This design comes from an exercise in tuning for small area and a short achievable clock period on the open sky130 flow, not from production work.
Only simulation tests tie the RTL to the original design; equivalence was not proved.
No activity file was given, so power comes from the tool's default toggle rates.

==> flow/design.v <==
module sqrt_16s (
    input         clk,
    input  [15:0] data_i,
    input         vld_i,
    output [15:0] data_o,
    output        vld_o
);
    function [6:0] tbl3;
        input [5:0] v;
        case (v)
            6'd0: tbl3 = {3'd0, 4'd0};
            6'd1: tbl3 = {3'd1, 4'd0};
            6'd2: tbl3 = {3'd1, 4'd1};
            6'd3: tbl3 = {3'd1, 4'd2};
            6'd4: tbl3 = {3'd2, 4'd0};
            6'd5: tbl3 = {3'd2, 4'd1};
            6'd6: tbl3 = {3'd2, 4'd2};
            6'd7: tbl3 = {3'd2, 4'd3};
            6'd8: tbl3 = {3'd2, 4'd4};
            6'd9: tbl3 = {3'd3, 4'd0};
            6'd10: tbl3 = {3'd3, 4'd1};
            6'd11: tbl3 = {3'd3, 4'd2};
            6'd12: tbl3 = {3'd3, 4'd3};
            6'd13: tbl3 = {3'd3, 4'd4};
            6'd14: tbl3 = {3'd3, 4'd5};
            6'd15: tbl3 = {3'd3, 4'd6};
            6'd16: tbl3 = {3'd4, 4'd0};
            6'd17: tbl3 = {3'd4, 4'd1};
            6'd18: tbl3 = {3'd4, 4'd2};
            6'd19: tbl3 = {3'd4, 4'd3};
            6'd20: tbl3 = {3'd4, 4'd4};
            6'd21: tbl3 = {3'd4, 4'd5};
            6'd22: tbl3 = {3'd4, 4'd6};
            6'd23: tbl3 = {3'd4, 4'd7};
            6'd24: tbl3 = {3'd4, 4'd8};
            6'd25: tbl3 = {3'd5, 4'd0};
            6'd26: tbl3 = {3'd5, 4'd1};
            6'd27: tbl3 = {3'd5, 4'd2};
            6'd28: tbl3 = {3'd5, 4'd3};
            6'd29: tbl3 = {3'd5, 4'd4};
            6'd30: tbl3 = {3'd5, 4'd5};
            6'd31: tbl3 = {3'd5, 4'd6};
            6'd32: tbl3 = {3'd5, 4'd7};
            6'd33: tbl3 = {3'd5, 4'd8};
            6'd34: tbl3 = {3'd5, 4'd9};
            6'd35: tbl3 = {3'd5, 4'd10};
            6'd36: tbl3 = {3'd6, 4'd0};
            6'd37: tbl3 = {3'd6, 4'd1};
            6'd38: tbl3 = {3'd6, 4'd2};
            6'd39: tbl3 = {3'd6, 4'd3};
            6'd40: tbl3 = {3'd6, 4'd4};
            6'd41: tbl3 = {3'd6, 4'd5};
            6'd42: tbl3 = {3'd6, 4'd6};
            6'd43: tbl3 = {3'd6, 4'd7};
            6'd44: tbl3 = {3'd6, 4'd8};
            6'd45: tbl3 = {3'd6, 4'd9};
            6'd46: tbl3 = {3'd6, 4'd10};
            6'd47: tbl3 = {3'd6, 4'd11};
            6'd48: tbl3 = {3'd6, 4'd12};
            6'd49: tbl3 = {3'd7, 4'd0};
            6'd50: tbl3 = {3'd7, 4'd1};
            6'd51: tbl3 = {3'd7, 4'd2};
            6'd52: tbl3 = {3'd7, 4'd3};
            6'd53: tbl3 = {3'd7, 4'd4};
            6'd54: tbl3 = {3'd7, 4'd5};
            6'd55: tbl3 = {3'd7, 4'd6};
            6'd56: tbl3 = {3'd7, 4'd7};
            6'd57: tbl3 = {3'd7, 4'd8};
            6'd58: tbl3 = {3'd7, 4'd9};
            6'd59: tbl3 = {3'd7, 4'd10};
            6'd60: tbl3 = {3'd7, 4'd11};
            6'd61: tbl3 = {3'd7, 4'd12};
            6'd62: tbl3 = {3'd7, 4'd13};
            6'd63: tbl3 = {3'd7, 4'd14};
            default: tbl3 = 7'bx;
        endcase
    endfunction
    wire [6:0] t3 = tbl3(data_i[15:10]);
    wire [2:0] q3 = t3[6:4];
    wire [3:0] r3 = t3[3:0];
    wire [9:0] x3 = data_i[9:0];
    wire [5:0] a4 = {r3, x3[9:8]};
    wire [5:0] b4 = {1'b0, q3, 2'b01};
    wire [5:0] g4_0 = ~a4 & b4;
    wire [5:0] p4_0 = ~a4 | b4;
    wire g4_1_1 = g4_0[1] | (p4_0[1] & g4_0[0]);
    wire p4_1_1 = p4_0[1] & p4_0[0];
    wire g4_1_3 = g4_0[3] | (p4_0[3] & g4_0[2]);
    wire p4_1_3 = p4_0[3] & p4_0[2];
    wire g4_1_5 = g4_0[5] | (p4_0[5] & g4_0[4]);
    wire p4_1_5 = p4_0[5] & p4_0[4];
    wire g4_2_3 = g4_1_3 | (p4_1_3 & g4_1_1);
    wire p4_2_3 = p4_1_3 & p4_1_1;
    wire g4_5_5 = g4_1_5 | (p4_1_5 & g4_2_3);
    wire p4_5_5 = p4_1_5 & p4_2_3;
    wire g4_6_2 = g4_0[2] | (p4_0[2] & g4_1_1);
    wire p4_6_2 = p4_0[2] & p4_1_1;
    wire g4_6_4 = g4_0[4] | (p4_0[4] & g4_2_3);
    wire p4_6_4 = p4_0[4] & p4_2_3;
    wire s4 = g4_5_5;
    wire [4:0] c4 = {g4_2_3, g4_6_2, g4_1_1, g4_0[0], 1'b0};
    wire [4:0] r4 = a4[4:0] ^ ({5{~s4}} & (b4[4:0] ^ c4));
    wire [3:0] q4 = {q3, ~s4};
    wire [7:0] x4 = x3[7:0];
    reg  [3:0] q_r4;
    always @(posedge clk) q_r4 <= q4;
    reg  [4:0] r_r4;
    always @(posedge clk) r_r4 <= r4;
    reg  [7:0] x_r4;
    always @(posedge clk) x_r4 <= x4;
    reg  [0:0] v_r4;
    always @(posedge clk) v_r4 <= vld_i;
    wire [6:0] a5 = {r_r4, x_r4[7:6]};
    wire [6:0] b5 = {1'b0, q_r4, 2'b01};
    wire [6:0] g5_0 = ~a5 & b5;
    wire [6:0] p5_0 = ~a5 | b5;
    wire g5_1_1 = g5_0[1] | (p5_0[1] & g5_0[0]);
    wire p5_1_1 = p5_0[1] & p5_0[0];
    wire g5_1_3 = g5_0[3] | (p5_0[3] & g5_0[2]);
    wire p5_1_3 = p5_0[3] & p5_0[2];
    wire g5_1_5 = g5_0[5] | (p5_0[5] & g5_0[4]);
    wire p5_1_5 = p5_0[5] & p5_0[4];
    wire g5_2_3 = g5_1_3 | (p5_1_3 & g5_1_1);
    wire p5_2_3 = p5_1_3 & p5_1_1;
    wire g5_5_5 = g5_1_5 | (p5_1_5 & g5_2_3);
    wire p5_5_5 = p5_1_5 & p5_2_3;
    wire g5_6_2 = g5_0[2] | (p5_0[2] & g5_1_1);
    wire p5_6_2 = p5_0[2] & p5_1_1;
    wire g5_6_4 = g5_0[4] | (p5_0[4] & g5_2_3);
    wire p5_6_4 = p5_0[4] & p5_2_3;
    wire g5_6_6 = g5_0[6] | (p5_0[6] & g5_5_5);
    wire p5_6_6 = p5_0[6] & p5_5_5;
    wire s5 = g5_6_6;
    wire [5:0] c5 = {g5_6_4, g5_2_3, g5_6_2, g5_1_1, g5_0[0], 1'b0};
    wire [5:0] r5 = a5[5:0] ^ ({6{~s5}} & (b5[5:0] ^ c5));
    wire [4:0] q5 = {q_r4, ~s5};
    wire [5:0] x5 = x_r4[5:0];
    reg  [4:0] q_r5;
    always @(posedge clk) q_r5 <= q5;
    reg  [5:0] r_r5;
    always @(posedge clk) r_r5 <= r5;
    reg  [5:0] x_r5;
    always @(posedge clk) x_r5 <= x5;
    reg  [0:0] v_r5;
    always @(posedge clk) v_r5 <= v_r4;
    wire [7:0] a6 = {r_r5, x_r5[5:4]};
    wire [7:0] b6 = {1'b0, q_r5, 2'b01};
    wire [7:0] g6_0 = ~a6 & b6;
    wire [7:0] p6_0 = ~a6 | b6;
    wire g6_1_1 = g6_0[1] | (p6_0[1] & g6_0[0]);
    wire p6_1_1 = p6_0[1] & p6_0[0];
    wire g6_1_3 = g6_0[3] | (p6_0[3] & g6_0[2]);
    wire p6_1_3 = p6_0[3] & p6_0[2];
    wire g6_1_5 = g6_0[5] | (p6_0[5] & g6_0[4]);
    wire p6_1_5 = p6_0[5] & p6_0[4];
    wire g6_1_7 = g6_0[7] | (p6_0[7] & g6_0[6]);
    wire p6_1_7 = p6_0[7] & p6_0[6];
    wire g6_2_3 = g6_1_3 | (p6_1_3 & g6_1_1);
    wire p6_2_3 = p6_1_3 & p6_1_1;
    wire g6_2_7 = g6_1_7 | (p6_1_7 & g6_1_5);
    wire p6_2_7 = p6_1_7 & p6_1_5;
    wire g6_3_7 = g6_2_7 | (p6_2_7 & g6_2_3);
    wire p6_3_7 = p6_2_7 & p6_2_3;
    wire g6_5_5 = g6_1_5 | (p6_1_5 & g6_2_3);
    wire p6_5_5 = p6_1_5 & p6_2_3;
    wire g6_6_2 = g6_0[2] | (p6_0[2] & g6_1_1);
    wire p6_6_2 = p6_0[2] & p6_1_1;
    wire g6_6_4 = g6_0[4] | (p6_0[4] & g6_2_3);
    wire p6_6_4 = p6_0[4] & p6_2_3;
    wire g6_6_6 = g6_0[6] | (p6_0[6] & g6_5_5);
    wire p6_6_6 = p6_0[6] & p6_5_5;
    wire s6 = g6_3_7;
    wire [6:0] c6 = {g6_5_5, g6_6_4, g6_2_3, g6_6_2, g6_1_1, g6_0[0], 1'b0};
    wire [6:0] r6 = a6[6:0] ^ ({7{~s6}} & (b6[6:0] ^ c6));
    wire [5:0] q6 = {q_r5, ~s6};
    wire [3:0] x6 = x_r5[3:0];
    reg  [5:0] q_r6;
    always @(posedge clk) q_r6 <= q6;
    reg  [6:0] r_r6;
    always @(posedge clk) r_r6 <= r6;
    reg  [3:0] x_r6;
    always @(posedge clk) x_r6 <= x6;
    reg  [0:0] v_r6;
    always @(posedge clk) v_r6 <= v_r5;
    wire [8:0] a7 = {r_r6, x_r6[3:2]};
    wire [8:0] b7 = {1'b0, q_r6, 2'b01};
    wire [8:0] g7_0 = ~a7 & b7;
    wire [8:0] p7_0 = ~a7 | b7;
    wire g7_1_1 = g7_0[1] | (p7_0[1] & g7_0[0]);
    wire p7_1_1 = p7_0[1] & p7_0[0];
    wire g7_1_3 = g7_0[3] | (p7_0[3] & g7_0[2]);
    wire p7_1_3 = p7_0[3] & p7_0[2];
    wire g7_1_5 = g7_0[5] | (p7_0[5] & g7_0[4]);
    wire p7_1_5 = p7_0[5] & p7_0[4];
    wire g7_1_7 = g7_0[7] | (p7_0[7] & g7_0[6]);
    wire p7_1_7 = p7_0[7] & p7_0[6];
    wire g7_2_3 = g7_1_3 | (p7_1_3 & g7_1_1);
    wire p7_2_3 = p7_1_3 & p7_1_1;
    wire g7_2_7 = g7_1_7 | (p7_1_7 & g7_1_5);
    wire p7_2_7 = p7_1_7 & p7_1_5;
    wire g7_3_7 = g7_2_7 | (p7_2_7 & g7_2_3);
    wire p7_3_7 = p7_2_7 & p7_2_3;
    wire g7_7_5 = g7_1_5 | (p7_1_5 & g7_2_3);
    wire p7_7_5 = p7_1_5 & p7_2_3;
    wire g7_8_2 = g7_0[2] | (p7_0[2] & g7_1_1);
    wire p7_8_2 = p7_0[2] & p7_1_1;
    wire g7_8_4 = g7_0[4] | (p7_0[4] & g7_2_3);
    wire p7_8_4 = p7_0[4] & p7_2_3;
    wire g7_8_6 = g7_0[6] | (p7_0[6] & g7_7_5);
    wire p7_8_6 = p7_0[6] & p7_7_5;
    wire g7_8_8 = g7_0[8] | (p7_0[8] & g7_3_7);
    wire p7_8_8 = p7_0[8] & p7_3_7;
    wire s7 = g7_8_8;
    wire [7:0] c7 = {g7_8_6, g7_7_5, g7_8_4, g7_2_3, g7_8_2, g7_1_1, g7_0[0], 1'b0};
    wire [7:0] r7 = a7[7:0] ^ ({8{~s7}} & (b7[7:0] ^ c7));
    wire [6:0] q7 = {q_r6, ~s7};
    wire [1:0] x7 = x_r6[1:0];
    reg  [6:0] q_r7;
    always @(posedge clk) q_r7 <= q7;
    reg  [7:0] r_r7;
    always @(posedge clk) r_r7 <= r7;
    reg  [1:0] x_r7;
    always @(posedge clk) x_r7 <= x7;
    reg  [0:0] v_r7;
    always @(posedge clk) v_r7 <= v_r6;
    wire [9:0] a8 = {r_r7, x_r7[1:0]};
    wire [9:0] b8 = {1'b0, q_r7, 2'b01};
    wire [9:0] g8_0 = ~a8 & b8;
    wire [9:0] p8_0 = ~a8 | b8;
    wire g8_1_1 = g8_0[1] | (p8_0[1] & g8_0[0]);
    wire p8_1_1 = p8_0[1] & p8_0[0];
    wire g8_1_3 = g8_0[3] | (p8_0[3] & g8_0[2]);
    wire p8_1_3 = p8_0[3] & p8_0[2];
    wire g8_1_5 = g8_0[5] | (p8_0[5] & g8_0[4]);
    wire p8_1_5 = p8_0[5] & p8_0[4];
    wire g8_1_7 = g8_0[7] | (p8_0[7] & g8_0[6]);
    wire p8_1_7 = p8_0[7] & p8_0[6];
    wire g8_1_9 = g8_0[9] | (p8_0[9] & g8_0[8]);
    wire p8_1_9 = p8_0[9] & p8_0[8];
    wire g8_2_3 = g8_1_3 | (p8_1_3 & g8_1_1);
    wire p8_2_3 = p8_1_3 & p8_1_1;
    wire g8_2_7 = g8_1_7 | (p8_1_7 & g8_1_5);
    wire p8_2_7 = p8_1_7 & p8_1_5;
    wire g8_3_7 = g8_2_7 | (p8_2_7 & g8_2_3);
    wire p8_3_7 = p8_2_7 & p8_2_3;
    wire g8_7_5 = g8_1_5 | (p8_1_5 & g8_2_3);
    wire p8_7_5 = p8_1_5 & p8_2_3;
    wire g8_7_9 = g8_1_9 | (p8_1_9 & g8_3_7);
    wire p8_7_9 = p8_1_9 & p8_3_7;
    wire g8_8_2 = g8_0[2] | (p8_0[2] & g8_1_1);
    wire p8_8_2 = p8_0[2] & p8_1_1;
    wire g8_8_4 = g8_0[4] | (p8_0[4] & g8_2_3);
    wire p8_8_4 = p8_0[4] & p8_2_3;
    wire g8_8_6 = g8_0[6] | (p8_0[6] & g8_7_5);
    wire p8_8_6 = p8_0[6] & p8_7_5;
    wire g8_8_8 = g8_0[8] | (p8_0[8] & g8_3_7);
    wire p8_8_8 = p8_0[8] & p8_3_7;
    wire s8 = g8_7_9;
    wire [8:0] c8 = {g8_3_7, g8_8_6, g8_7_5, g8_8_4, g8_2_3, g8_8_2, g8_1_1, g8_0[0], 1'b0};
    wire [8:0] r8 = a8[8:0] ^ ({9{~s8}} & (b8[8:0] ^ c8));
    wire [7:0] q8 = {q_r7, ~s8};
    reg  [7:0] q_r8;
    always @(posedge clk) q_r8 <= q8;
    reg  [8:0] r_r8;
    always @(posedge clk) r_r8 <= r8;
    reg  [0:0] v_r8;
    always @(posedge clk) v_r8 <= v_r7;
    wire [10:0] a9 = {r_r8, 2'b00};
    wire [10:0] b9 = {1'b0, q_r8, 2'b01};
    wire [10:0] g9_0 = ~a9 & b9;
    wire [10:0] p9_0 = ~a9 | b9;
    wire g9_1_1 = g9_0[1] | (p9_0[1] & g9_0[0]);
    wire p9_1_1 = p9_0[1] & p9_0[0];
    wire g9_1_3 = g9_0[3] | (p9_0[3] & g9_0[2]);
    wire p9_1_3 = p9_0[3] & p9_0[2];
    wire g9_1_5 = g9_0[5] | (p9_0[5] & g9_0[4]);
    wire p9_1_5 = p9_0[5] & p9_0[4];
    wire g9_1_7 = g9_0[7] | (p9_0[7] & g9_0[6]);
    wire p9_1_7 = p9_0[7] & p9_0[6];
    wire g9_1_9 = g9_0[9] | (p9_0[9] & g9_0[8]);
    wire p9_1_9 = p9_0[9] & p9_0[8];
    wire g9_2_3 = g9_1_3 | (p9_1_3 & g9_1_1);
    wire p9_2_3 = p9_1_3 & p9_1_1;
    wire g9_2_7 = g9_1_7 | (p9_1_7 & g9_1_5);
    wire p9_2_7 = p9_1_7 & p9_1_5;
    wire g9_3_7 = g9_2_7 | (p9_2_7 & g9_2_3);
    wire p9_3_7 = p9_2_7 & p9_2_3;
    wire g9_7_5 = g9_1_5 | (p9_1_5 & g9_2_3);
    wire p9_7_5 = p9_1_5 & p9_2_3;
    wire g9_7_9 = g9_1_9 | (p9_1_9 & g9_3_7);
    wire p9_7_9 = p9_1_9 & p9_3_7;
    wire g9_8_2 = g9_0[2] | (p9_0[2] & g9_1_1);
    wire p9_8_2 = p9_0[2] & p9_1_1;
    wire g9_8_4 = g9_0[4] | (p9_0[4] & g9_2_3);
    wire p9_8_4 = p9_0[4] & p9_2_3;
    wire g9_8_6 = g9_0[6] | (p9_0[6] & g9_7_5);
    wire p9_8_6 = p9_0[6] & p9_7_5;
    wire g9_8_8 = g9_0[8] | (p9_0[8] & g9_3_7);
    wire p9_8_8 = p9_0[8] & p9_3_7;
    wire g9_8_10 = g9_0[10] | (p9_0[10] & g9_7_9);
    wire p9_8_10 = p9_0[10] & p9_7_9;
    wire s9 = g9_8_10;
    wire [9:0] c9 = {g9_8_8, g9_3_7, g9_8_6, g9_7_5, g9_8_4, g9_2_3, g9_8_2, g9_1_1, g9_0[0], 1'b0};
    wire [9:0] r9 = a9[9:0] ^ ({10{~s9}} & (b9[9:0] ^ c9));
    wire [8:0] q9 = {q_r8, ~s9};
    reg  [8:0] q_r9;
    always @(posedge clk) q_r9 <= q9;
    reg  [9:0] r_r9;
    always @(posedge clk) r_r9 <= r9;
    reg  [0:0] v_r9;
    always @(posedge clk) v_r9 <= v_r8;
    wire [11:0] a10 = {r_r9, 2'b00};
    wire [11:0] b10 = {1'b0, q_r9, 2'b01};
    wire [11:0] g10_0 = ~a10 & b10;
    wire [11:0] p10_0 = ~a10 | b10;
    wire g10_1_1 = g10_0[1] | (p10_0[1] & g10_0[0]);
    wire p10_1_1 = p10_0[1] & p10_0[0];
    wire g10_1_3 = g10_0[3] | (p10_0[3] & g10_0[2]);
    wire p10_1_3 = p10_0[3] & p10_0[2];
    wire g10_1_5 = g10_0[5] | (p10_0[5] & g10_0[4]);
    wire p10_1_5 = p10_0[5] & p10_0[4];
    wire g10_1_7 = g10_0[7] | (p10_0[7] & g10_0[6]);
    wire p10_1_7 = p10_0[7] & p10_0[6];
    wire g10_1_9 = g10_0[9] | (p10_0[9] & g10_0[8]);
    wire p10_1_9 = p10_0[9] & p10_0[8];
    wire g10_1_11 = g10_0[11] | (p10_0[11] & g10_0[10]);
    wire p10_1_11 = p10_0[11] & p10_0[10];
    wire g10_2_3 = g10_1_3 | (p10_1_3 & g10_1_1);
    wire p10_2_3 = p10_1_3 & p10_1_1;
    wire g10_2_7 = g10_1_7 | (p10_1_7 & g10_1_5);
    wire p10_2_7 = p10_1_7 & p10_1_5;
    wire g10_2_11 = g10_1_11 | (p10_1_11 & g10_1_9);
    wire p10_2_11 = p10_1_11 & p10_1_9;
    wire g10_3_7 = g10_2_7 | (p10_2_7 & g10_2_3);
    wire p10_3_7 = p10_2_7 & p10_2_3;
    wire g10_6_11 = g10_2_11 | (p10_2_11 & g10_3_7);
    wire p10_6_11 = p10_2_11 & p10_3_7;
    wire g10_7_5 = g10_1_5 | (p10_1_5 & g10_2_3);
    wire p10_7_5 = p10_1_5 & p10_2_3;
    wire g10_7_9 = g10_1_9 | (p10_1_9 & g10_3_7);
    wire p10_7_9 = p10_1_9 & p10_3_7;
    wire g10_8_2 = g10_0[2] | (p10_0[2] & g10_1_1);
    wire p10_8_2 = p10_0[2] & p10_1_1;
    wire g10_8_4 = g10_0[4] | (p10_0[4] & g10_2_3);
    wire p10_8_4 = p10_0[4] & p10_2_3;
    wire g10_8_6 = g10_0[6] | (p10_0[6] & g10_7_5);
    wire p10_8_6 = p10_0[6] & p10_7_5;
    wire g10_8_8 = g10_0[8] | (p10_0[8] & g10_3_7);
    wire p10_8_8 = p10_0[8] & p10_3_7;
    wire g10_8_10 = g10_0[10] | (p10_0[10] & g10_7_9);
    wire p10_8_10 = p10_0[10] & p10_7_9;
    wire s10 = g10_6_11;
    wire [10:0] c10 = {g10_7_9, g10_8_8, g10_3_7, g10_8_6, g10_7_5, g10_8_4, g10_2_3, g10_8_2, g10_1_1, g10_0[0], 1'b0};
    wire [10:0] r10 = a10[10:0] ^ ({11{~s10}} & (b10[10:0] ^ c10));
    wire [9:0] q10 = {q_r9, ~s10};
    reg  [9:0] q_r10;
    always @(posedge clk) q_r10 <= q10;
    reg  [10:0] r_r10;
    always @(posedge clk) r_r10 <= r10;
    reg  [0:0] v_r10;
    always @(posedge clk) v_r10 <= v_r9;
    wire [12:0] a11 = {r_r10, 2'b00};
    wire [12:0] b11 = {1'b0, q_r10, 2'b01};
    wire [12:0] g11_0 = ~a11 & b11;
    wire [12:0] p11_0 = ~a11 | b11;
    wire g11_1_1 = g11_0[1] | (p11_0[1] & g11_0[0]);
    wire p11_1_1 = p11_0[1] & p11_0[0];
    wire g11_1_3 = g11_0[3] | (p11_0[3] & g11_0[2]);
    wire p11_1_3 = p11_0[3] & p11_0[2];
    wire g11_1_5 = g11_0[5] | (p11_0[5] & g11_0[4]);
    wire p11_1_5 = p11_0[5] & p11_0[4];
    wire g11_1_7 = g11_0[7] | (p11_0[7] & g11_0[6]);
    wire p11_1_7 = p11_0[7] & p11_0[6];
    wire g11_1_9 = g11_0[9] | (p11_0[9] & g11_0[8]);
    wire p11_1_9 = p11_0[9] & p11_0[8];
    wire g11_1_11 = g11_0[11] | (p11_0[11] & g11_0[10]);
    wire p11_1_11 = p11_0[11] & p11_0[10];
    wire g11_2_3 = g11_1_3 | (p11_1_3 & g11_1_1);
    wire p11_2_3 = p11_1_3 & p11_1_1;
    wire g11_2_7 = g11_1_7 | (p11_1_7 & g11_1_5);
    wire p11_2_7 = p11_1_7 & p11_1_5;
    wire g11_2_11 = g11_1_11 | (p11_1_11 & g11_1_9);
    wire p11_2_11 = p11_1_11 & p11_1_9;
    wire g11_3_7 = g11_2_7 | (p11_2_7 & g11_2_3);
    wire p11_3_7 = p11_2_7 & p11_2_3;
    wire g11_6_11 = g11_2_11 | (p11_2_11 & g11_3_7);
    wire p11_6_11 = p11_2_11 & p11_3_7;
    wire g11_7_5 = g11_1_5 | (p11_1_5 & g11_2_3);
    wire p11_7_5 = p11_1_5 & p11_2_3;
    wire g11_7_9 = g11_1_9 | (p11_1_9 & g11_3_7);
    wire p11_7_9 = p11_1_9 & p11_3_7;
    wire g11_8_2 = g11_0[2] | (p11_0[2] & g11_1_1);
    wire p11_8_2 = p11_0[2] & p11_1_1;
    wire g11_8_4 = g11_0[4] | (p11_0[4] & g11_2_3);
    wire p11_8_4 = p11_0[4] & p11_2_3;
    wire g11_8_6 = g11_0[6] | (p11_0[6] & g11_7_5);
    wire p11_8_6 = p11_0[6] & p11_7_5;
    wire g11_8_8 = g11_0[8] | (p11_0[8] & g11_3_7);
    wire p11_8_8 = p11_0[8] & p11_3_7;
    wire g11_8_10 = g11_0[10] | (p11_0[10] & g11_7_9);
    wire p11_8_10 = p11_0[10] & p11_7_9;
    wire g11_8_12 = g11_0[12] | (p11_0[12] & g11_6_11);
    wire p11_8_12 = p11_0[12] & p11_6_11;
    wire s11 = g11_8_12;
    wire [11:0] c11 = {g11_8_10, g11_7_9, g11_8_8, g11_3_7, g11_8_6, g11_7_5, g11_8_4, g11_2_3, g11_8_2, g11_1_1, g11_0[0], 1'b0};
    wire [11:0] r11 = a11[11:0] ^ ({12{~s11}} & (b11[11:0] ^ c11));
    wire [10:0] q11 = {q_r10, ~s11};
    reg  [10:0] q_r11;
    always @(posedge clk) q_r11 <= q11;
    reg  [11:0] r_r11;
    always @(posedge clk) r_r11 <= r11;
    reg  [0:0] v_r11;
    always @(posedge clk) v_r11 <= v_r10;
    wire [13:0] a12 = {r_r11, 2'b00};
    wire [13:0] b12 = {1'b0, q_r11, 2'b01};
    wire [13:0] g12_0 = ~a12 & b12;
    wire [13:0] p12_0 = ~a12 | b12;
    wire g12_1_1 = g12_0[1] | (p12_0[1] & g12_0[0]);
    wire p12_1_1 = p12_0[1] & p12_0[0];
    wire g12_1_3 = g12_0[3] | (p12_0[3] & g12_0[2]);
    wire p12_1_3 = p12_0[3] & p12_0[2];
    wire g12_1_5 = g12_0[5] | (p12_0[5] & g12_0[4]);
    wire p12_1_5 = p12_0[5] & p12_0[4];
    wire g12_1_7 = g12_0[7] | (p12_0[7] & g12_0[6]);
    wire p12_1_7 = p12_0[7] & p12_0[6];
    wire g12_1_9 = g12_0[9] | (p12_0[9] & g12_0[8]);
    wire p12_1_9 = p12_0[9] & p12_0[8];
    wire g12_1_11 = g12_0[11] | (p12_0[11] & g12_0[10]);
    wire p12_1_11 = p12_0[11] & p12_0[10];
    wire g12_1_13 = g12_0[13] | (p12_0[13] & g12_0[12]);
    wire p12_1_13 = p12_0[13] & p12_0[12];
    wire g12_2_3 = g12_1_3 | (p12_1_3 & g12_1_1);
    wire p12_2_3 = p12_1_3 & p12_1_1;
    wire g12_2_7 = g12_1_7 | (p12_1_7 & g12_1_5);
    wire p12_2_7 = p12_1_7 & p12_1_5;
    wire g12_2_11 = g12_1_11 | (p12_1_11 & g12_1_9);
    wire p12_2_11 = p12_1_11 & p12_1_9;
    wire g12_3_7 = g12_2_7 | (p12_2_7 & g12_2_3);
    wire p12_3_7 = p12_2_7 & p12_2_3;
    wire g12_6_11 = g12_2_11 | (p12_2_11 & g12_3_7);
    wire p12_6_11 = p12_2_11 & p12_3_7;
    wire g12_7_5 = g12_1_5 | (p12_1_5 & g12_2_3);
    wire p12_7_5 = p12_1_5 & p12_2_3;
    wire g12_7_9 = g12_1_9 | (p12_1_9 & g12_3_7);
    wire p12_7_9 = p12_1_9 & p12_3_7;
    wire g12_7_13 = g12_1_13 | (p12_1_13 & g12_6_11);
    wire p12_7_13 = p12_1_13 & p12_6_11;
    wire g12_8_2 = g12_0[2] | (p12_0[2] & g12_1_1);
    wire p12_8_2 = p12_0[2] & p12_1_1;
    wire g12_8_4 = g12_0[4] | (p12_0[4] & g12_2_3);
    wire p12_8_4 = p12_0[4] & p12_2_3;
    wire g12_8_6 = g12_0[6] | (p12_0[6] & g12_7_5);
    wire p12_8_6 = p12_0[6] & p12_7_5;
    wire g12_8_8 = g12_0[8] | (p12_0[8] & g12_3_7);
    wire p12_8_8 = p12_0[8] & p12_3_7;
    wire g12_8_10 = g12_0[10] | (p12_0[10] & g12_7_9);
    wire p12_8_10 = p12_0[10] & p12_7_9;
    wire g12_8_12 = g12_0[12] | (p12_0[12] & g12_6_11);
    wire p12_8_12 = p12_0[12] & p12_6_11;
    wire s12 = g12_7_13;
    wire [12:0] c12 = {g12_6_11, g12_8_10, g12_7_9, g12_8_8, g12_3_7, g12_8_6, g12_7_5, g12_8_4, g12_2_3, g12_8_2, g12_1_1, g12_0[0], 1'b0};
    wire [12:0] r12 = a12[12:0] ^ ({13{~s12}} & (b12[12:0] ^ c12));
    wire [11:0] q12 = {q_r11, ~s12};
    reg  [11:0] q_r12;
    always @(posedge clk) q_r12 <= q12;
    reg  [12:0] r_r12;
    always @(posedge clk) r_r12 <= r12;
    reg  [0:0] v_r12;
    always @(posedge clk) v_r12 <= v_r11;
    wire [14:0] a13 = {r_r12, 2'b00};
    wire [14:0] b13 = {1'b0, q_r12, 2'b01};
    wire [14:0] g13_0 = ~a13 & b13;
    wire [14:0] p13_0 = ~a13 | b13;
    wire g13_1_1 = g13_0[1] | (p13_0[1] & g13_0[0]);
    wire p13_1_1 = p13_0[1] & p13_0[0];
    wire g13_1_3 = g13_0[3] | (p13_0[3] & g13_0[2]);
    wire p13_1_3 = p13_0[3] & p13_0[2];
    wire g13_1_5 = g13_0[5] | (p13_0[5] & g13_0[4]);
    wire p13_1_5 = p13_0[5] & p13_0[4];
    wire g13_1_7 = g13_0[7] | (p13_0[7] & g13_0[6]);
    wire p13_1_7 = p13_0[7] & p13_0[6];
    wire g13_1_9 = g13_0[9] | (p13_0[9] & g13_0[8]);
    wire p13_1_9 = p13_0[9] & p13_0[8];
    wire g13_1_11 = g13_0[11] | (p13_0[11] & g13_0[10]);
    wire p13_1_11 = p13_0[11] & p13_0[10];
    wire g13_1_13 = g13_0[13] | (p13_0[13] & g13_0[12]);
    wire p13_1_13 = p13_0[13] & p13_0[12];
    wire g13_2_3 = g13_1_3 | (p13_1_3 & g13_1_1);
    wire p13_2_3 = p13_1_3 & p13_1_1;
    wire g13_2_7 = g13_1_7 | (p13_1_7 & g13_1_5);
    wire p13_2_7 = p13_1_7 & p13_1_5;
    wire g13_2_11 = g13_1_11 | (p13_1_11 & g13_1_9);
    wire p13_2_11 = p13_1_11 & p13_1_9;
    wire g13_3_7 = g13_2_7 | (p13_2_7 & g13_2_3);
    wire p13_3_7 = p13_2_7 & p13_2_3;
    wire g13_6_11 = g13_2_11 | (p13_2_11 & g13_3_7);
    wire p13_6_11 = p13_2_11 & p13_3_7;
    wire g13_7_5 = g13_1_5 | (p13_1_5 & g13_2_3);
    wire p13_7_5 = p13_1_5 & p13_2_3;
    wire g13_7_9 = g13_1_9 | (p13_1_9 & g13_3_7);
    wire p13_7_9 = p13_1_9 & p13_3_7;
    wire g13_7_13 = g13_1_13 | (p13_1_13 & g13_6_11);
    wire p13_7_13 = p13_1_13 & p13_6_11;
    wire g13_8_2 = g13_0[2] | (p13_0[2] & g13_1_1);
    wire p13_8_2 = p13_0[2] & p13_1_1;
    wire g13_8_4 = g13_0[4] | (p13_0[4] & g13_2_3);
    wire p13_8_4 = p13_0[4] & p13_2_3;
    wire g13_8_6 = g13_0[6] | (p13_0[6] & g13_7_5);
    wire p13_8_6 = p13_0[6] & p13_7_5;
    wire g13_8_8 = g13_0[8] | (p13_0[8] & g13_3_7);
    wire p13_8_8 = p13_0[8] & p13_3_7;
    wire g13_8_10 = g13_0[10] | (p13_0[10] & g13_7_9);
    wire p13_8_10 = p13_0[10] & p13_7_9;
    wire g13_8_12 = g13_0[12] | (p13_0[12] & g13_6_11);
    wire p13_8_12 = p13_0[12] & p13_6_11;
    wire g13_8_14 = g13_0[14] | (p13_0[14] & g13_7_13);
    wire p13_8_14 = p13_0[14] & p13_7_13;
    wire s13 = g13_8_14;
    wire [13:0] c13 = {g13_8_12, g13_6_11, g13_8_10, g13_7_9, g13_8_8, g13_3_7, g13_8_6, g13_7_5, g13_8_4, g13_2_3, g13_8_2, g13_1_1, g13_0[0], 1'b0};
    wire [13:0] r13 = a13[13:0] ^ ({14{~s13}} & (b13[13:0] ^ c13));
    wire [12:0] q13 = {q_r12, ~s13};
    reg  [12:0] q_r13;
    always @(posedge clk) q_r13 <= q13;
    reg  [13:0] r_r13;
    always @(posedge clk) r_r13 <= r13;
    reg  [0:0] v_r13;
    always @(posedge clk) v_r13 <= v_r12;
    wire [15:0] a14 = {r_r13, 2'b00};
    wire [15:0] b14 = {1'b0, q_r13, 2'b01};
    wire [15:0] g14_0 = ~a14 & b14;
    wire [15:0] p14_0 = ~a14 | b14;
    wire g14_1_1 = g14_0[1] | (p14_0[1] & g14_0[0]);
    wire p14_1_1 = p14_0[1] & p14_0[0];
    wire g14_1_3 = g14_0[3] | (p14_0[3] & g14_0[2]);
    wire p14_1_3 = p14_0[3] & p14_0[2];
    wire g14_1_5 = g14_0[5] | (p14_0[5] & g14_0[4]);
    wire p14_1_5 = p14_0[5] & p14_0[4];
    wire g14_1_7 = g14_0[7] | (p14_0[7] & g14_0[6]);
    wire p14_1_7 = p14_0[7] & p14_0[6];
    wire g14_1_9 = g14_0[9] | (p14_0[9] & g14_0[8]);
    wire p14_1_9 = p14_0[9] & p14_0[8];
    wire g14_1_11 = g14_0[11] | (p14_0[11] & g14_0[10]);
    wire p14_1_11 = p14_0[11] & p14_0[10];
    wire g14_1_13 = g14_0[13] | (p14_0[13] & g14_0[12]);
    wire p14_1_13 = p14_0[13] & p14_0[12];
    wire g14_1_15 = g14_0[15] | (p14_0[15] & g14_0[14]);
    wire p14_1_15 = p14_0[15] & p14_0[14];
    wire g14_2_3 = g14_1_3 | (p14_1_3 & g14_1_1);
    wire p14_2_3 = p14_1_3 & p14_1_1;
    wire g14_2_7 = g14_1_7 | (p14_1_7 & g14_1_5);
    wire p14_2_7 = p14_1_7 & p14_1_5;
    wire g14_2_11 = g14_1_11 | (p14_1_11 & g14_1_9);
    wire p14_2_11 = p14_1_11 & p14_1_9;
    wire g14_2_15 = g14_1_15 | (p14_1_15 & g14_1_13);
    wire p14_2_15 = p14_1_15 & p14_1_13;
    wire g14_3_7 = g14_2_7 | (p14_2_7 & g14_2_3);
    wire p14_3_7 = p14_2_7 & p14_2_3;
    wire g14_3_15 = g14_2_15 | (p14_2_15 & g14_2_11);
    wire p14_3_15 = p14_2_15 & p14_2_11;
    wire g14_4_15 = g14_3_15 | (p14_3_15 & g14_3_7);
    wire p14_4_15 = p14_3_15 & p14_3_7;
    wire g14_6_11 = g14_2_11 | (p14_2_11 & g14_3_7);
    wire p14_6_11 = p14_2_11 & p14_3_7;
    wire g14_7_5 = g14_1_5 | (p14_1_5 & g14_2_3);
    wire p14_7_5 = p14_1_5 & p14_2_3;
    wire g14_7_9 = g14_1_9 | (p14_1_9 & g14_3_7);
    wire p14_7_9 = p14_1_9 & p14_3_7;
    wire g14_7_13 = g14_1_13 | (p14_1_13 & g14_6_11);
    wire p14_7_13 = p14_1_13 & p14_6_11;
    wire g14_8_2 = g14_0[2] | (p14_0[2] & g14_1_1);
    wire p14_8_2 = p14_0[2] & p14_1_1;
    wire g14_8_4 = g14_0[4] | (p14_0[4] & g14_2_3);
    wire p14_8_4 = p14_0[4] & p14_2_3;
    wire g14_8_6 = g14_0[6] | (p14_0[6] & g14_7_5);
    wire p14_8_6 = p14_0[6] & p14_7_5;
    wire g14_8_8 = g14_0[8] | (p14_0[8] & g14_3_7);
    wire p14_8_8 = p14_0[8] & p14_3_7;
    wire g14_8_10 = g14_0[10] | (p14_0[10] & g14_7_9);
    wire p14_8_10 = p14_0[10] & p14_7_9;
    wire g14_8_12 = g14_0[12] | (p14_0[12] & g14_6_11);
    wire p14_8_12 = p14_0[12] & p14_6_11;
    wire g14_8_14 = g14_0[14] | (p14_0[14] & g14_7_13);
    wire p14_8_14 = p14_0[14] & p14_7_13;
    wire s14 = g14_4_15;
    wire [14:0] c14 = {g14_7_13, g14_8_12, g14_6_11, g14_8_10, g14_7_9, g14_8_8, g14_3_7, g14_8_6, g14_7_5, g14_8_4, g14_2_3, g14_8_2, g14_1_1, g14_0[0], 1'b0};
    wire [14:0] r14 = a14[14:0] ^ ({15{~s14}} & (b14[14:0] ^ c14));
    wire [13:0] q14 = {q_r13, ~s14};
    reg  [13:0] q_r14;
    always @(posedge clk) q_r14 <= q14;
    reg  [14:0] r_r14;
    always @(posedge clk) r_r14 <= r14;
    reg  [0:0] v_r14;
    always @(posedge clk) v_r14 <= v_r13;
    wire [16:0] a15 = {r_r14, 2'b00};
    wire [16:0] b15 = {1'b0, q_r14, 2'b01};
    wire [16:0] g15_0 = ~a15 & b15;
    wire [16:0] p15_0 = ~a15 | b15;
    wire g15_1_1 = g15_0[1] | (p15_0[1] & g15_0[0]);
    wire p15_1_1 = p15_0[1] & p15_0[0];
    wire g15_1_3 = g15_0[3] | (p15_0[3] & g15_0[2]);
    wire p15_1_3 = p15_0[3] & p15_0[2];
    wire g15_1_5 = g15_0[5] | (p15_0[5] & g15_0[4]);
    wire p15_1_5 = p15_0[5] & p15_0[4];
    wire g15_1_7 = g15_0[7] | (p15_0[7] & g15_0[6]);
    wire p15_1_7 = p15_0[7] & p15_0[6];
    wire g15_1_9 = g15_0[9] | (p15_0[9] & g15_0[8]);
    wire p15_1_9 = p15_0[9] & p15_0[8];
    wire g15_1_11 = g15_0[11] | (p15_0[11] & g15_0[10]);
    wire p15_1_11 = p15_0[11] & p15_0[10];
    wire g15_1_13 = g15_0[13] | (p15_0[13] & g15_0[12]);
    wire p15_1_13 = p15_0[13] & p15_0[12];
    wire g15_1_15 = g15_0[15] | (p15_0[15] & g15_0[14]);
    wire p15_1_15 = p15_0[15] & p15_0[14];
    wire g15_2_3 = g15_1_3 | (p15_1_3 & g15_1_1);
    wire p15_2_3 = p15_1_3 & p15_1_1;
    wire g15_2_7 = g15_1_7 | (p15_1_7 & g15_1_5);
    wire p15_2_7 = p15_1_7 & p15_1_5;
    wire g15_2_11 = g15_1_11 | (p15_1_11 & g15_1_9);
    wire p15_2_11 = p15_1_11 & p15_1_9;
    wire g15_2_15 = g15_1_15 | (p15_1_15 & g15_1_13);
    wire p15_2_15 = p15_1_15 & p15_1_13;
    wire g15_3_7 = g15_2_7 | (p15_2_7 & g15_2_3);
    wire p15_3_7 = p15_2_7 & p15_2_3;
    wire g15_3_15 = g15_2_15 | (p15_2_15 & g15_2_11);
    wire p15_3_15 = p15_2_15 & p15_2_11;
    wire g15_4_15 = g15_3_15 | (p15_3_15 & g15_3_7);
    wire p15_4_15 = p15_3_15 & p15_3_7;
    wire g15_8_11 = g15_2_11 | (p15_2_11 & g15_3_7);
    wire p15_8_11 = p15_2_11 & p15_3_7;
    wire g15_9_5 = g15_1_5 | (p15_1_5 & g15_2_3);
    wire p15_9_5 = p15_1_5 & p15_2_3;
    wire g15_9_9 = g15_1_9 | (p15_1_9 & g15_3_7);
    wire p15_9_9 = p15_1_9 & p15_3_7;
    wire g15_9_13 = g15_1_13 | (p15_1_13 & g15_8_11);
    wire p15_9_13 = p15_1_13 & p15_8_11;
    wire g15_10_2 = g15_0[2] | (p15_0[2] & g15_1_1);
    wire p15_10_2 = p15_0[2] & p15_1_1;
    wire g15_10_4 = g15_0[4] | (p15_0[4] & g15_2_3);
    wire p15_10_4 = p15_0[4] & p15_2_3;
    wire g15_10_6 = g15_0[6] | (p15_0[6] & g15_9_5);
    wire p15_10_6 = p15_0[6] & p15_9_5;
    wire g15_10_8 = g15_0[8] | (p15_0[8] & g15_3_7);
    wire p15_10_8 = p15_0[8] & p15_3_7;
    wire g15_10_10 = g15_0[10] | (p15_0[10] & g15_9_9);
    wire p15_10_10 = p15_0[10] & p15_9_9;
    wire g15_10_12 = g15_0[12] | (p15_0[12] & g15_8_11);
    wire p15_10_12 = p15_0[12] & p15_8_11;
    wire g15_10_14 = g15_0[14] | (p15_0[14] & g15_9_13);
    wire p15_10_14 = p15_0[14] & p15_9_13;
    wire g15_10_16 = g15_0[16] | (p15_0[16] & g15_4_15);
    wire p15_10_16 = p15_0[16] & p15_4_15;
    wire s15 = g15_10_16;
    wire [15:0] c15 = {g15_10_14, g15_9_13, g15_10_12, g15_8_11, g15_10_10, g15_9_9, g15_10_8, g15_3_7, g15_10_6, g15_9_5, g15_10_4, g15_2_3, g15_10_2, g15_1_1, g15_0[0], 1'b0};
    wire [15:0] r15 = a15[15:0] ^ ({16{~s15}} & (b15[15:0] ^ c15));
    wire [14:0] q15 = {q_r14, ~s15};
    reg  [14:0] q_r15;
    always @(posedge clk) q_r15 <= q15;
    reg  [15:0] r_r15;
    always @(posedge clk) r_r15 <= r15;
    reg  [0:0] v_r15;
    always @(posedge clk) v_r15 <= v_r14;
    wire [17:0] a16 = {r_r15, 2'b00};
    wire [17:0] b16 = {1'b0, q_r15, 2'b01};
    wire [17:0] g16_0 = ~a16 & b16;
    wire [17:0] p16_0 = ~a16 | b16;
    wire g16_1_1 = g16_0[1] | (p16_0[1] & g16_0[0]);
    wire p16_1_1 = p16_0[1] & p16_0[0];
    wire g16_1_3 = g16_0[3] | (p16_0[3] & g16_0[2]);
    wire p16_1_3 = p16_0[3] & p16_0[2];
    wire g16_1_5 = g16_0[5] | (p16_0[5] & g16_0[4]);
    wire p16_1_5 = p16_0[5] & p16_0[4];
    wire g16_1_7 = g16_0[7] | (p16_0[7] & g16_0[6]);
    wire p16_1_7 = p16_0[7] & p16_0[6];
    wire g16_1_9 = g16_0[9] | (p16_0[9] & g16_0[8]);
    wire p16_1_9 = p16_0[9] & p16_0[8];
    wire g16_1_11 = g16_0[11] | (p16_0[11] & g16_0[10]);
    wire p16_1_11 = p16_0[11] & p16_0[10];
    wire g16_1_13 = g16_0[13] | (p16_0[13] & g16_0[12]);
    wire p16_1_13 = p16_0[13] & p16_0[12];
    wire g16_1_15 = g16_0[15] | (p16_0[15] & g16_0[14]);
    wire p16_1_15 = p16_0[15] & p16_0[14];
    wire g16_1_17 = g16_0[17] | (p16_0[17] & g16_0[16]);
    wire p16_1_17 = p16_0[17] & p16_0[16];
    wire g16_2_3 = g16_1_3 | (p16_1_3 & g16_1_1);
    wire p16_2_3 = p16_1_3 & p16_1_1;
    wire g16_2_7 = g16_1_7 | (p16_1_7 & g16_1_5);
    wire p16_2_7 = p16_1_7 & p16_1_5;
    wire g16_2_11 = g16_1_11 | (p16_1_11 & g16_1_9);
    wire p16_2_11 = p16_1_11 & p16_1_9;
    wire g16_2_15 = g16_1_15 | (p16_1_15 & g16_1_13);
    wire p16_2_15 = p16_1_15 & p16_1_13;
    wire g16_3_7 = g16_2_7 | (p16_2_7 & g16_2_3);
    wire p16_3_7 = p16_2_7 & p16_2_3;
    wire g16_3_15 = g16_2_15 | (p16_2_15 & g16_2_11);
    wire p16_3_15 = p16_2_15 & p16_2_11;
    wire g16_4_15 = g16_3_15 | (p16_3_15 & g16_3_7);
    wire p16_4_15 = p16_3_15 & p16_3_7;
    wire g16_8_11 = g16_2_11 | (p16_2_11 & g16_3_7);
    wire p16_8_11 = p16_2_11 & p16_3_7;
    wire g16_9_5 = g16_1_5 | (p16_1_5 & g16_2_3);
    wire p16_9_5 = p16_1_5 & p16_2_3;
    wire g16_9_9 = g16_1_9 | (p16_1_9 & g16_3_7);
    wire p16_9_9 = p16_1_9 & p16_3_7;
    wire g16_9_13 = g16_1_13 | (p16_1_13 & g16_8_11);
    wire p16_9_13 = p16_1_13 & p16_8_11;
    wire g16_9_17 = g16_1_17 | (p16_1_17 & g16_4_15);
    wire p16_9_17 = p16_1_17 & p16_4_15;
    wire g16_10_2 = g16_0[2] | (p16_0[2] & g16_1_1);
    wire p16_10_2 = p16_0[2] & p16_1_1;
    wire g16_10_4 = g16_0[4] | (p16_0[4] & g16_2_3);
    wire p16_10_4 = p16_0[4] & p16_2_3;
    wire g16_10_6 = g16_0[6] | (p16_0[6] & g16_9_5);
    wire p16_10_6 = p16_0[6] & p16_9_5;
    wire g16_10_8 = g16_0[8] | (p16_0[8] & g16_3_7);
    wire p16_10_8 = p16_0[8] & p16_3_7;
    wire g16_10_10 = g16_0[10] | (p16_0[10] & g16_9_9);
    wire p16_10_10 = p16_0[10] & p16_9_9;
    wire g16_10_12 = g16_0[12] | (p16_0[12] & g16_8_11);
    wire p16_10_12 = p16_0[12] & p16_8_11;
    wire g16_10_14 = g16_0[14] | (p16_0[14] & g16_9_13);
    wire p16_10_14 = p16_0[14] & p16_9_13;
    wire g16_10_16 = g16_0[16] | (p16_0[16] & g16_4_15);
    wire p16_10_16 = p16_0[16] & p16_4_15;
    wire s16 = g16_9_17;
    wire [15:0] q16 = {q_r15, ~s16};
    reg  [15:0] q_r16;
    always @(posedge clk) q_r16 <= q16;
    reg  [0:0] v_r16;
    always @(posedge clk) v_r16 <= v_r15;
    assign data_o = q_r16;
    assign vld_o  = v_r16;
endmodule
==> flow/flow/run.sh <==
#!/bin/bash
# The standard layout (the standard.sh: ORFS synthesis to final), with buf_2
# cells as the port buffers and a clock tree of clkbuf_8 without dummy loads.
bash standard.sh \
  "BUFFER_PORTS_ARGS=-buffer_cell sky130_fd_sc_hd__buf_2" \
  "CTS_ARGS=-sink_clustering_enable -repair_clock_nets -dont_use_dummy_load -buf_list sky130_fd_sc_hd__clkbuf_8 -sink_clustering_size 14 -sink_clustering_max_diameter 50" \
  finish > standard.log 2>&1
==> flow/standard.sh <==
#!/bin/bash
# synth_recipe.tcl (not shown) runs the flow's synth.tcl, then flattens the netlist and writes it again
# the make line also repeats each setting of config.mk as NAME=value (left out here)
make -C /OpenROAD-flow-scripts/flow DESIGN_CONFIG=/design/flow/config.mk WORK_HOME=/design/flow/orfs CLKGATE_MAP_FILE= SYNTH_SCRIPT=/design/flow/synth_recipe.tcl "${@:-finish}"
==> flow/config.mk <==
export PLATFORM = sky130hd
export DESIGN_NAME = sqrt_16s
export DESIGN_NICKNAME = sqrt_16s
export VERILOG_FILES = /design/flow/design.v
export SDC_FILE = /design/flow/constraint.sdc
export NUM_CORES = 4
export LEC_CHECK = 0
export ABC_AREA = 1
export CAP_MARGIN = 20
export CORE_MARGIN = 2
export CORE_UTILIZATION = 40
export GPL_TIMING_DRIVEN = 0
export SETUP_SLACK_MARGIN = 1.1
export SLEW_MARGIN = 20
==> flow/constraint.sdc <==
create_clock -name core_clock -period 3.0 [get_ports {clk}]
set_input_delay 0.6000 -clock core_clock [delete_from_list [all_inputs] [get_ports {clk}]]
set_output_delay 0.6000 -clock core_clock [all_outputs]
set_load 0.01 [all_outputs]
==> run summary, run 1 <==
### Run status
* result of the run: no timing/DRC/antenna violations

### Power
* fraction of power spent switching nets: 0.416
* relative contribution of sequential cells to total power: 0.382
* leakage power summed over all cells: 6.49 nW
* design internal power: 0.00924 W
* Power Density: 1240 nW/um^2
* NetSw: 0.00660 W
* fraction of power consumed by the clock network: 0.126
* power share of the combinational group: 0.492
* Max VDD drop: 0.000583 V

### GRT
* GR Util All Layers: 0.126
* initial antenna violation count: 0
* maximum number of pins on one net before global-route repair: 16
* first-pass GRT wire length: 32300 um
* number of global-route vias before repair: 8017
* grt total ovfl: 0

### Logic synthesis
* post-synthesis sequential area ratio: 0.484
* commonest cells in the netlist: 361 x sky130_fd_sc_hd__nand2_1, 275 x sky130_fd_sc_hd__dfxtp_1, 243 x sky130_fd_sc_hd__inv_1, 105 x sky130_fd_sc_hd__nand3_1, 90 x sky130_fd_sc_hd__xor2_1
* count of state elements after synthesis: 275
* most used standard cell by instance count after synthesis: sky130_fd_sc_hd__nand2_1
* top post-synthesis cells by area: sky130_fd_sc_hd__dfxtp_1 48%, sky130_fd_sc_hd__nand2_1 12%, sky130_fd_sc_hd__inv_1 8.0%
* Post-Synthesis Cells: 1443
* area share of the largest cell type after synthesis: 0.484
* biggest area consumer among synthesized cells: sky130_fd_sc_hd__dfxtp_1
* Yosys warning count: 1
* count of cell types in the netlist: 41
* average cell area after synthesis: 7.88 um^2
* ys flop type: sky130_fd_sc_hd__dfxtp_1
* Post-Syn Nets: 1470
* Syn Std Cell Area: 11400 um^2
* post-synthesis async set-or-reset flop share: 0
* number of synthesized flops with an enable pin: 0

### Clock tree
* hold buffer count at cts: 0
* clock tree sinks: 275
* TritonCTS clock tree: built
* clock latency on the worst-skew pair: 0.59 ns
* maximum root-to-sink buffer count: 3
* clock edge transition at the registers on the reported setup and hold paths: 0.09 ns
* number of buffers inserted during clock tree synthesis: 30
* root buf cell: sky130_fd_sc_hd__clkbuf_8
* deepest level of the CTS H-tree: 1

### Critical path
* number of buffers and inverters on the critical path: 2
* series of cell instances along the critical path: inv_1 > nand2_2 > a21oi_4 > nand2_2 > a21oi_4 > nand3_2 > nand2_1 > nand2_2 > nand2_2 > inv_2 > ha_1 > xor2_1
* biggest cell delay along the critical path: 0.30 ns
* type of element launching the critical path: flip-flop
* critical path's top delay family: simple AND/OR/NAND/NOR gates
* most numerous cell on the critical path: sky130_fd_sc_hd__nand2_2
* type of the worst setup path: reg2reg
* data arrival time at the worst-slack endpoint: 2.21 ns
* Max FO, Critical Path: 7
* required time at the worst-slack endpoint: 3.43 ns
* crit path max-delay cell type: sky130_fd_sc_hd__dfxtp_1
* element type at the critical path end: flip-flop

### Routing
* Antenna Nets Post-Route: 0
* total via count in the routed design: 8490
* detailed-routing iteration count for the pre-antenna-repair pass: 4
* Via-to-Cell Ratio: 4.47
* average routed wire per standard cell: 9.84 um
* overall routed net length: 18700 um
* DRT iter0 DRCs: 331
* Remaining DRCs: 0

### Cells and area
* synthesis-to-layout area growth: 12.2%
* Filler cells: 2705
* count of placed standard cells in the final layout, fillers left out: 1899
* Design Area, Final: 12800 um^2
* layout cell share with drive strength beyond 1: 0.137
* fin util: 0.458
* ANT cells: 0
* Total Nets Final: 1550

### Place
* HPWL after detailed placement: 14400 um
* # placed instances: 1854
* standard cell area after detailed placement: 12100 um^2
* last weighted congestion value of the routability-driven placer: 0.831
* port buffer count: 33
* worst slack at placement: 0.686 ns

### Timing
* maximum clock frequency: 563 MHz
* fin crit share: 0.592
* Setup Viol. Count Final: 0
* setup TNS: 0 ns
* unrepaired setup endpoints after global routing: true
* transition time of the tightest slew-check pin: 0.822 ns
* shortest clock period the worst path allows after layout: 1.77 ns
* final hold vios: 0
* min setup slack post-route: 1.23 ns
* Max transition margin: 0.452
* clock skew after layout: 0.0651 ns
* max-slew violation count: 0

### Flow run
* number of violations of the max-capacitance limit: 0

### Floorplanning
* total I/O pin count: 35
* die height: 173 um
* site row count: 61
* area inside the core boundary: 27900 um^2
* die span in x: 173 um
* floorplan die area: 29800 um^2
* initial cell density of the core: 0.408

### Hold path
* hold crit path type: in2reg

## placed cells by master (no fill, tap or decap), drive strengths merged
master,count
nand2,385
dfxtp,275
inv,252
nand3,118
xor2,90
nor2,82
o21ai,78
buf,55
a21oi,44
clkbuf,30
xnor2,21
or2,21
nand4,16
nand3b,11
ha,9
o211ai,6
nor3,5
a221oi,4
o22ai,4
a21boi,3
maj3,3
o21bai,2
a31oi,1
clkinv,1
o21a,1
o221ai,1
and2,1
a211oi,1
o221a,1
## sequential cells by signal, summed over array words and instances, names as in the netlist, 8 cells and up
name and cells:
q_r16 16, r_r10 9, r_r8 9, r_r7 8
q_r14 14, r_r15 14, r_r9 8, q_r8 8
r_r14 13, q_r15 15, q_r12 12, q_r9 9
r_r12 11, x_r4 8, q_r11 11, q_r13 13
r_r11 10, q_r10 10, r_r13 12
## timing repair
action                     in CTS  in global routing
gates resized for setup         1                 46
setup buffers                   0                 15
setup endpoints to repair       1                 56
pin swaps                       0                 17
## logic make-up after synthesis
group,after synthesis,share of synthesized area
flip-flops,275,0.484
adder cells (fa/ha/maj),12,0.0125
XOR/XNOR,111,0.0855
AND/OR/NAND/NOR,639,0.250
buffers and inverters,260,0.0899
AO/OA/AOI/OAI,146,0.0774
## metal layers
metal | global-route usage | share of wire
met1 | 0.127 | 0.41
met2 | 0.245 | 0.51
met3 | 0.0209 | 0.031
met4 | 0.0659 | 0.053
met5 | 0 | 0
## through the flow
step / total power, W / hold slack [ns]
finish: 0.0158 / 0.148
global route: 0.0175 / 0.107
CTS: 0.0155 / 0.111
detailed placement: 0.0135 / 0.313
global placement: 0.0133 / 0.310
floorplan: 0.0119 / 0.310
## final cells by class
cell class / count / area [um^2] / area share
multi-input cells: 908 / 5040 / 0.395
clock buffers: 30 / 413 / 0.0324
plain buffers: 7 / 80.1 / 0.00628
well taps: 378 / 473 / 0.0371
inverters: 253 / 965 / 0.0756
repair buffers: 48 / 278 / 0.0218
flip-flops and latches: 275 / 5510 / 0.432
## power by group through the flow
stage          logic [W]  clock network (W)  registers (W)
5_1_grt          0.00896            0.00226        0.00627
2_1_floorplan    0.00599                  0        0.00595
3_5_place_dp     0.00734                  0        0.00612
3_3_place_gp     0.00715                  0        0.00610
4_1_cts          0.00738            0.00211        0.00604
6_report         0.00779            0.00200        0.00605
## worst paths after layout
check / from / end / slack, ns / cells after the start
hold reg to reg: v_r10$_DFF_P_ / v_r11$_DFF_P_ / 0.28 / 0
setup reg to reg: x_r7[0]$_DFF_P_ / r_r8[1]$_DFF_P_ / 1.23 / 12
hold / removal: vld_i / v_r4$_DFF_P_ / 0.15 / 1
setup / recovery: x_r7[0]$_DFF_P_ / r_r8[1]$_DFF_P_ / 1.23 / 12
==> run 2: changes to the inputs <==
--- a/flow/config.mk
+++ b/flow/config.mk
@@ -9,6 +9,6 @@
 export CAP_MARGIN = 20
 export CORE_MARGIN = 2
 export CORE_UTILIZATION = 40
-export GPL_TIMING_DRIVEN = 0
+export GPL_ROUTABILITY_DRIVEN = 0
 export SETUP_SLACK_MARGIN = 1.1
 export SLEW_MARGIN = 20
==> run summary, run 2 <==
### Floorplanning
* die span in x: 173 um
* floorplan die area: 29800 um^2
* total I/O pin count: 35
* die height: 173 um
* site row count: 61
* initial cell density of the core: 0.408
* area inside the core boundary: 27900 um^2

### Clock tree
* deepest level of the CTS H-tree: 1
* root buf cell: sky130_fd_sc_hd__clkbuf_8
* clock latency on the worst-skew pair: 0.58 ns
* number of buffers inserted during clock tree synthesis: 29
* clock edge transition at the registers on the reported setup and hold paths: 0.09 ns
* clock tree sinks: 275
* TritonCTS clock tree: built
* hold buffer count at cts: 0
* maximum root-to-sink buffer count: 3

### Flow run
* number of violations of the max-capacitance limit: 0

### Logic synthesis
* number of synthesized flops with an enable pin: 0
* Post-Synthesis Cells: 1443
* biggest area consumer among synthesized cells: sky130_fd_sc_hd__dfxtp_1
* post-synthesis sequential area ratio: 0.484
* most used standard cell by instance count after synthesis: sky130_fd_sc_hd__nand2_1
* count of cell types in the netlist: 41
* average cell area after synthesis: 7.88 um^2
* Syn Std Cell Area: 11400 um^2
* top post-synthesis cells by area: sky130_fd_sc_hd__dfxtp_1 48%, sky130_fd_sc_hd__nand2_1 12%, sky130_fd_sc_hd__inv_1 8.0%
* ys flop type: sky130_fd_sc_hd__dfxtp_1
* count of state elements after synthesis: 275
* Post-Syn Nets: 1470
* Yosys warning count: 1
* area share of the largest cell type after synthesis: 0.484
* commonest cells in the netlist: 361 x sky130_fd_sc_hd__nand2_1, 275 x sky130_fd_sc_hd__dfxtp_1, 243 x sky130_fd_sc_hd__inv_1, 105 x sky130_fd_sc_hd__nand3_1, 90 x sky130_fd_sc_hd__xor2_1
* post-synthesis async set-or-reset flop share: 0

### Cells and area
* largest registers: q_r16 x16, q_r15 x15
* ANT cells: 0
* fin util: 0.453
* max FFs per register: 16
* register containing the most flip-flops in the final layout: q_r16
* count of placed standard cells in the final layout, fillers left out: 1883
* highest-count cells in the layout ignoring fill and taps: 346 x sky130_fd_sc_hd__nand2_1, 268 x sky130_fd_sc_hd__dfxtp_1, 239 x sky130_fd_sc_hd__inv_1
* most common cell after layout, fill and taps aside: sky130_fd_sc_hd__nand2_1
* layout cell share with drive strength beyond 1: 0.128
* Total Nets Final: 1534
* Design Area, Final: 12600 um^2
* synthesis-to-layout area growth: 11.0%

### Place
* standard cell area after detailed placement: 12000 um^2
* # placed instances: 1848
* port buffer count: 34
* HPWL after detailed placement: 14500 um

### Timing
* max-slew violation count: 0
* shortest clock period the worst path allows after layout: 1.76 ns
* clock skew after layout: 0.0712 ns
* final hold vios: 0
* fin crit share: 0.586
* setup TNS: 0 ns
* unrepaired setup endpoints after global routing: false
* transition time of the tightest slew-check pin: 0.729 ns
* tightest hold margin: 0.149 ns
* maximum clock frequency: 569 MHz
* Max transition margin: 0.514
* Setup Viol. Count Final: 0

### GRT
* first-pass GRT wire length: 32800 um
* GR Util All Layers: 0.127
* maximum number of pins on one net before global-route repair: 17
* grt total ovfl: 0
* initial antenna violation count: 0
* number of global-route vias before repair: 7819

### Routing
* overall routed net length: 18900 um
* Antenna Nets Post-Route: 0
* Via-to-Cell Ratio: 4.44
* average routed wire per standard cell: 10.1 um
* Remaining DRCs: 0
* DRT iter0 DRCs: 318
* total via count in the routed design: 8364
* detailed-routing iteration count for the pre-antenna-repair pass: 6

### Power
* Max VDD drop: 0.000523 V
* fraction of power spent switching nets: 0.422
* power share of the combinational group: 0.480
* leakage power summed over all cells: 6.40 nW
* design internal power: 0.00896 W
* fraction of power consumed by the clock network: 0.128
* Power Density: 1230 nW/um^2
* relative contribution of sequential cells to total power: 0.392
* NetSw: 0.00655 W

### Critical path
* data arrival time at the worst-slack endpoint: 2.20 ns
* required time at the worst-slack endpoint: 3.44 ns
* type of element launching the critical path: flip-flop
* Max FO, Critical Path: 7
* type of the worst setup path: reg2reg
* element type at the critical path end: flip-flop

### Run status
* result of the run: no timing/DRC/antenna violations

### Hold path
* hold crit path type: in2reg

## run 2: cell counts after synthesis
No cell type changed its count.
## run 2: path summary, 6_finish.rpt
| check | slack [ns] | from | depth (start not counted) | end |
|---|---|---|---|---|
| max | 1.24 | x_r7[0]$_DFF_P_ | 12 | r_r8[1]$_DFF_P_ |
| min | 0.15 | vld_i | 1 | v_r4$_DFF_P_ |
| max reg2reg | 1.24 | x_r7[0]$_DFF_P_ | 12 | r_r8[1]$_DFF_P_ |
| min reg2reg | 0.31 | v_r14$_DFF_P_ | 0 | v_r15$_DFF_P_ |
## run 2: cell type report
cell class / count / area [um^2]
sequential: 275 / 5510
inverter: 253 / 970
multi-input combinational: 908 / 5050
clock buffer: 29 / 399
tap: 378 / 473
timing repair buffer: 40 / 215
fill: 2741 / 15200
## run 2: power groups by stage
stage	clock (W)	combinational, W	sequential (W)
floorplan	0	0.00599	0.00595
global placement	0	0.00694	0.00614
detailed placement	0	0.00715	0.00616
CTS	0.00210	0.00716	0.00607
global route	0.00223	0.00862	0.00630
finish	0.00199	0.00744	0.00608
## run 2: worst max-delay path, cell delays in order (launching register included)
cell	delay, ns
sky130_fd_sc_hd__dfxtp_1	0.31
sky130_fd_sc_hd__inv_2	0.06
sky130_fd_sc_hd__nand2_2	0.06
sky130_fd_sc_hd__a21oi_2	0.17
sky130_fd_sc_hd__nand2_2	0.10
sky130_fd_sc_hd__a21oi_4	0.21
sky130_fd_sc_hd__nand3_2	0.12
sky130_fd_sc_hd__nand2_2	0.10
sky130_fd_sc_hd__nand2_4	0.07
sky130_fd_sc_hd__nand2_4	0.08
sky130_fd_sc_hd__inv_4	0.06
sky130_fd_sc_hd__ha_1	0.19
sky130_fd_sc_hd__xor2_1	0.14
## run 2: what timing repair did
action / CTS / global route
gates resized for setup: 0 / 51
buffers inserted: 0 / 6
setup endpoints to repair: 0 / 72
## run 2: per-stage QoR
stage / total power, W / setup slack, ns
2_1_floorplan: 0.0119 / 1.05
3_3_place_gp: 0.0131 / 0.743
3_5_place_dp: 0.0133 / 0.663
4_1_cts: 0.0153 / 1.11
5_1_grt: 0.0172 / 1.08
6_report: 0.0155 / 1.24
## run 2: metal layers
metal  up-vias  track usage  routed length (um)
li1       4567            -                   -
met1      3661        0.137                8060
met3        38       0.0202                 532
met5         -            0                   0
met2        98        0.245                9600
met4         0       0.0513                 737
## run 2: cell families after synthesis
group,Yosys count,synth area share
buffers and inverters,260,0.0899
flip-flops,275,0.484
adder cells (fa/ha/maj),12,0.0125
AND/OR/NAND/NOR,639,0.250
AO/OA/AOI/OAI,146,0.0774
XOR/XNOR,111,0.0855
==> run 3: changes to the inputs <==
--- a/flow/config.mk
+++ b/flow/config.mk
@@ -8,7 +8,6 @@
 export ABC_AREA = 1
 export CAP_MARGIN = 20
 export CORE_MARGIN = 2
-export CORE_UTILIZATION = 40
-export GPL_ROUTABILITY_DRIVEN = 0
+export CORE_UTILIZATION = 50
 export SETUP_SLACK_MARGIN = 1.1
 export SLEW_MARGIN = 20
==> run summary, run 3 <==
### Logic synthesis
* number of synthesized flops with an enable pin: 0
* Yosys warning count: 1
* count of cell types in the netlist: 41
* commonest cells in the netlist: 361 x sky130_fd_sc_hd__nand2_1, 275 x sky130_fd_sc_hd__dfxtp_1, 243 x sky130_fd_sc_hd__inv_1, 105 x sky130_fd_sc_hd__nand3_1, 90 x sky130_fd_sc_hd__xor2_1
* most used standard cell by instance count after synthesis: sky130_fd_sc_hd__nand2_1
* count of state elements after synthesis: 275
* top post-synthesis cells by area: sky130_fd_sc_hd__dfxtp_1 48%, sky130_fd_sc_hd__nand2_1 12%, sky130_fd_sc_hd__inv_1 8.0%
* average cell area after synthesis: 7.88 um^2
* biggest area consumer among synthesized cells: sky130_fd_sc_hd__dfxtp_1

### GRT
* first-pass GRT wire length: 31900 um
* maximum number of pins on one net before global-route repair: 17
* initial antenna violation count: 0

### Cells and area
* layout cell share with drive strength beyond 1: 0.126
* Design Area, Final: 12500 um^2
* Total Nets Final: 1535
* most common cell after layout, fill and taps aside: sky130_fd_sc_hd__nand2_1
* highest-count cells in the layout ignoring fill and taps: 349 x sky130_fd_sc_hd__nand2_1, 270 x sky130_fd_sc_hd__dfxtp_1, 239 x sky130_fd_sc_hd__inv_1
* max FFs per register: 16
* Seq. cell area: 5510 um^2

### Timing
* transition time of the tightest slew-check pin: 0.746 ns
* fin crit share: 0.603
* tightest hold margin: 0.122 ns
* max-slew violation count: 0

### Critical path
* type of the worst setup path: reg2reg
* element type at the critical path end: flip-flop
* required time at the worst-slack endpoint: 3.42 ns
* type of element launching the critical path: flip-flop
* Max FO, Critical Path: 7

### Routing
* overall routed net length: 18200 um
* detailed-routing iteration count for the pre-antenna-repair pass: 4
* Via-to-Cell Ratio: 4.67
* average routed wire per standard cell: 10.2 um
* DRT iter0 DRCs: 300
* Antenna Nets Post-Route: 0
* Remaining DRCs: 0

### Power
* NetSw: 0.00644 W
* power consumption: 0.0154 W
* fraction of power spent switching nets: 0.418
* design internal power: 0.00896 W

### Floorplanning
* total I/O pin count: 35
* die span in x: 155 um
* site row count: 55
* die height: 155 um
* area inside the core boundary: 22500 um^2

### Place
* last weighted congestion value of the routability-driven placer: 0.808
* port buffer count: 34

### Clock tree
* root buf cell: sky130_fd_sc_hd__clkbuf_8
* TritonCTS clock tree: built

### Run status
* result of the run: no timing/DRC/antenna violations

run 3: cell counts after synthesis:
Identical to the previous run, type by type.
run 3: final timing paths:
check / start / endpoint / depth (start not counted)
setup / recovery: x_r7[1]$_DFF_P_ / r_r8[0]$_DFF_P_ / 12
hold / removal: vld_i / v_r4$_DFF_P_ / 1
setup reg to reg: x_r7[1]$_DFF_P_ / r_r8[0]$_DFF_P_ / 12
hold reg to reg: x_r5[0]$_DFF_P_ / x_r6[0]$_DFF_P_ / 0
run 3: stage by stage:
stage	worst slack, ns	std cells
after floorplan	1.05	1443
after global placement	0.730	1755
after detailed placement	0.679	1755
after CTS	1.11	1785
after global routing	1.07	1791
final	1.19	1791
run 3: what timing repair did:
item                       4_1_cts  5_1_grt
setup endpoints to repair        1       71
resized for setup                1       44
hold buffers                     0        0
buffers inserted                 0        6
pin swaps                        0        9
run 3: cell families after synthesis:
family                   after synthesis  synth area share
AND/OR/NAND/NOR                      639             0.250
flip-flops                           275             0.484
buffers and inverters                260            0.0899
AO/OA/AOI/OAI                        146            0.0774
XOR/XNOR                             111            0.0855
adder cells (fa/ha/maj)               12            0.0125
run 3: area by class of cell:
type | instances | area share
inverters | 253 | 0.0776
clock buffers | 30 | 0.0330
repair buffers | 40 | 0.0172
multi-input cells | 908 | 0.403
well taps | 285 | 0.0285
flip-flops and latches | 275 | 0.441
run 3: power groups by stage:
stage	clock network (W)	registers [W]	logic, W
finish	0.00199	0.00607	0.00735
global route	0.00221	0.00628	0.00854
CTS	0.00209	0.00607	0.00714
detailed placement	0	0.00615	0.00711
global placement	0	0.00614	0.00696
floorplan	0	0.00595	0.00599
run 3: layer usage:
metal  GRT usage  share of wire  wire, um
met2       0.313           0.51      9320
met4      0.0437          0.027       489
met5           0              0         0
met1       0.167           0.43      7900
met3      0.0275          0.029       535
run 3: critical path, cell delays in order, from the launching register on:
cell                      delay, ns
sky130_fd_sc_hd__dfxtp_2       0.32
sky130_fd_sc_hd__inv_1         0.06
sky130_fd_sc_hd__nand2_2       0.08
sky130_fd_sc_hd__a21oi_4       0.17
sky130_fd_sc_hd__nand2_2       0.09
sky130_fd_sc_hd__a21oi_4       0.20
sky130_fd_sc_hd__nand3_2       0.12
sky130_fd_sc_hd__nand2_2       0.08
sky130_fd_sc_hd__nand2_2       0.07
sky130_fd_sc_hd__nand2_2       0.09
sky130_fd_sc_hd__inv_4         0.06
sky130_fd_sc_hd__ha_2          0.31
sky130_fd_sc_hd__inv_1         0.04

Re-timed with assumed drivers on the ports (clkbuf_16 on the clock, buf_2 on other inputs), run 3 has 1.191 ns of setup slack against 1.191 ns with ideal ports, and 0.649 ns once port delays also move by the mid clock arrival of 0.580 ns.
